What follows belongs to an exercise in optimizing a design on an open flow for small area; a production flow would make more cautious choices.
RTL that was checked went through simulation tests only; none was proved equivalent to the original.
Power is estimated from default activity; no workload was simulated.

==> inputs of run C <==
Design Round, start of the top module:
module Round (
    input CLOCK_50,
    input rst,
    input wire[6:0] keys,
    output reg[7:0] leds,
    output reg[4:0] row,
    output reg[6:0] column
);
==> module button_state, before the edit <==
module button_state (
    input key,             
    input CLOCK_50,
    input rst,             
    output reg[1:0] state  
);
reg en;
reg[15:0] y;           
reg fs, fl;            
wire[15:0] x = y ^ 16'haaaa;
wire z = (x[14:0] == 15'd0);
wire fb = x[15] ^ x[13] ^ x[8] ^ x[0] ^ z;
wire wrap = z & x[15];                   
wire at244 = !y[1] & !y[3] & y[4] & y[6] & !y[15];
wire at12207 = y[0] & y[1] & y[2] & !y[3] & y[4] & !y[5] & !y[6] & !y[7] & !y[12] & !y[13] & !y[15];
always @(posedge CLOCK_50) begin
    en <= !rst & !key;
    y <= en ? ({x[14:0], fb} ^ 16'haaaa) : 16'haaaa;
    fs <= !rst & en & !wrap & (fs | at244);
    fl <= !rst & en & !wrap & (fl | at12207);
    if(rst) state <= 2'b00;
    else state <= en ? 2'b00 : {fl, fs & !fl};
end
endmodule
Settings: LEC_CHECK=0, CAP_MARGIN=20, CORE_MARGIN=2, CORE_UTILIZATION=60, CTS_BUF_LIST=sky130_fd_sc_hd__clkbuf_8 sky130_fd_sc_hd__clkbuf_16, CTS_CLUSTER_DIAMETER=50, CTS_CLUSTER_SIZE=20, SLEW_MARGIN=20; clock period 20.0 ns.
run.sh (not shown) runs the stock make flow with config.mk's settings and CLKGATE_MAP_FILE= SYNTH_SCRIPT=/design/flow/synth_recipe.tcl, a recipe that flattens the netlist after the stock synthesis.
==> run D (differences from run C) <==
--- a/flow/design.v
+++ b/flow/design.v
@@ -4,20 +4,36 @@
     input rst,             
-    output reg[1:0] state  
+    output reg[1:0] state
 );
 reg en;
-reg[15:0] y;           
-reg fs, fl;            
-wire[15:0] x = y ^ 16'haaaa;
-wire z = (x[14:0] == 15'd0);
-wire fb = x[15] ^ x[13] ^ x[8] ^ x[0] ^ z;
-wire wrap = z & x[15];                   
-wire at244 = !y[1] & !y[3] & y[4] & y[6] & !y[15];
-wire at12207 = y[0] & y[1] & y[2] & !y[3] & y[4] & !y[5] & !y[6] & !y[7] & !y[12] & !y[13] & !y[15];
+reg[15:0] count;     
 always @(posedge CLOCK_50) begin
-    en <= !rst & !key;
-    y <= en ? ({x[14:0], fb} ^ 16'haaaa) : 16'haaaa;
-    fs <= !rst & en & !wrap & (fs | at244);
-    fl <= !rst & en & !wrap & (fl | at12207);
-    if(rst) state <= 2'b00;
-    else state <= en ? 2'b00 : {fl, fs & !fl};
+    if(rst)
+        en <= 0;
+    else if(key == 0)
+        en <= 1;
+    else en <= 0;
+end
+always @(posedge CLOCK_50) begin
+    if(rst) begin
+        count <= 0;
+        state <= 2'b00;
+    end
+    else if(!en) begin
+        if(count > 16'd12207) begin      
+            state <= 2'b10;
+            count <= 0;
+        end
+        else if(count > 16'd244) begin    
+            state <= 2'b01;
+            count <= 0;
+        end
+        else begin
+            count <= 0;
+            state <= 2'b00;
+        end 
+    end
+    else begin
+        count <= count + 1;
+        state <= 2'b00;
+    end
 end
--- a/flow/config.mk
+++ b/flow/config.mk
@@ -9,6 +9,3 @@
 export CORE_MARGIN = 2
-export CORE_UTILIZATION = 60
-export CTS_BUF_LIST = sky130_fd_sc_hd__clkbuf_8 sky130_fd_sc_hd__clkbuf_16
-export CTS_CLUSTER_DIAMETER = 50
-export CTS_CLUSTER_SIZE = 20
+export CORE_UTILIZATION = 40
 export SLEW_MARGIN = 20
==> run B (differences from run C) <==
--- a/flow/config.mk
+++ b/flow/config.mk
@@ -10,5 +10,5 @@
 export CORE_UTILIZATION = 60
-export CTS_BUF_LIST = sky130_fd_sc_hd__clkbuf_8 sky130_fd_sc_hd__clkbuf_16
-export CTS_CLUSTER_DIAMETER = 50
-export CTS_CLUSTER_SIZE = 20
+export CTS_BUF_LIST = sky130_fd_sc_hd__clkbuf_16
+export CTS_CLUSTER_DIAMETER = 60
+export CTS_CLUSTER_SIZE = 30
 export SLEW_MARGIN = 20
==> reports/qor.csv <==
metric,value,unit
status,finished clean,
total area of sequential cells,10730,sq um
"FF+latch count, synth",531,
Internal Power,1.584,mW
fraction of area in multi-input gates,31.12,%
mux contribution to synthesized area,1.537,%
Multi-In Gates,979,
hold path start,M[13]$_DFF_P_,
DRT Wirelength,28920,um
Final nets,1722,
Non-clock buffer share,1.474,%
Post-Synth Adder-Cell Area,3.899,%
Non-Filler Instances,2243,
Well Taps,546,
Clock Buffer Count,70,
simple-gate portion of the synthesized area,16.40,%
[end of results for run D]
==> reports/qor.csv <==
metric,value,unit
simple-gate portion of the synthesized area,15.45,%
M1 wire length,13260,um
fraction of area in multi-input gates,27.90,%
Syn Area/Cell,11.40,sq um
"Critical Path, Cell by Cell",clkdlybuf4s50_1 -> o21ai_0 -> o41ai_1 -> clkdlybuf4s50_1,
status,finished clean,
Non-clock buffer share,1.614,%
mux contribution to synthesized area,1.808,%
GRT busiest layer,met2,
Final nets,1502,
Non-Filler Instances,1818,
Clock Buffer Count,30,
Well Taps,341,
CTS tree,done,
total area of sequential cells,11010,sq um
Post-DP Area,16930,sq um
largest net degree at the start of global routing,76,
PwrDens,100.2,nW/um^2
area of the multi-input gates,5019,sq um
hold path start,R[157]$_DFF_P_,
Max-slew headroom,28.41,%
DR WL met3,845,um
[end of results for run B]
==> reports/qor.csv <==
metric,value,unit
fraction of area in multi-input gates,27.43,%
Clock Buffer Count,49,
total area of sequential cells,11010,sq um
simple-gate portion of the synthesized area,15.45,%
hold path start,R[147]$_DFF_P_,
met2 WL,11010,um
Final nets,1513,
"FF+latch count, synth",545,
Non-clock buffer share,1.587,%
DRT Wirelength,26050,um
Multi-In Gates,798,
Internal Power,1.548,mW
Well Taps,341,
Critical Path Sink,row[1],
largest net degree at the start of global routing,76,
Post-Synth Adder-Cell Area,3.036,%
status,finished clean,
[end of results for run C]
For run C and run B, only the layout was checked, not whether the RTL still works.

[port drivers added, routing unchanged]
How much do the figures lean on ideal ports? The routed layouts below were timed once more, with nothing changed but the port constraints. Step 1 sets driving cells, clkbuf_16 on the clock port and buf_2 on the other inputs (assumed; they add their load-dependent delay and slew). Step 2 times the ports against the registers' clock, not the clock port: input delays grow and output delays shrink by t, the midpoint of the rising clock arrivals with the driver on. Three values: no drivers, after step 1, after step 2; two values: the first two.
| run | shift t [ns] | slack for setup (ns) | worst hold slack (ns) | clock arrival spread, ns | worst register clock-pin slew, ns |
|---|---|---|---|---|---|
| run C | 0.572 | 10.138 / 10.107 / 10.107 | 0.321 / 0.321 / 0.321 | 0.028 / 0.029 | 0.08 / 0.08 |
| run D | 0.620 | 10.566 / 10.544 / 10.544 | 0.319 / 0.319 / 0.319 | 0.020 / 0.020 | 0.06 / 0.06 |
| run B | 0.627 | 10.167 / 10.135 / 10.135 | 0.323 / 0.323 / 0.323 | 0.022 / 0.023 | 0.10 / 0.10 |
After both steps every run listed still meets setup and hold. For run B, which loses most, drivers alone change the setup slack by -0.032 ns; drivers and shift together by -0.032 ns.
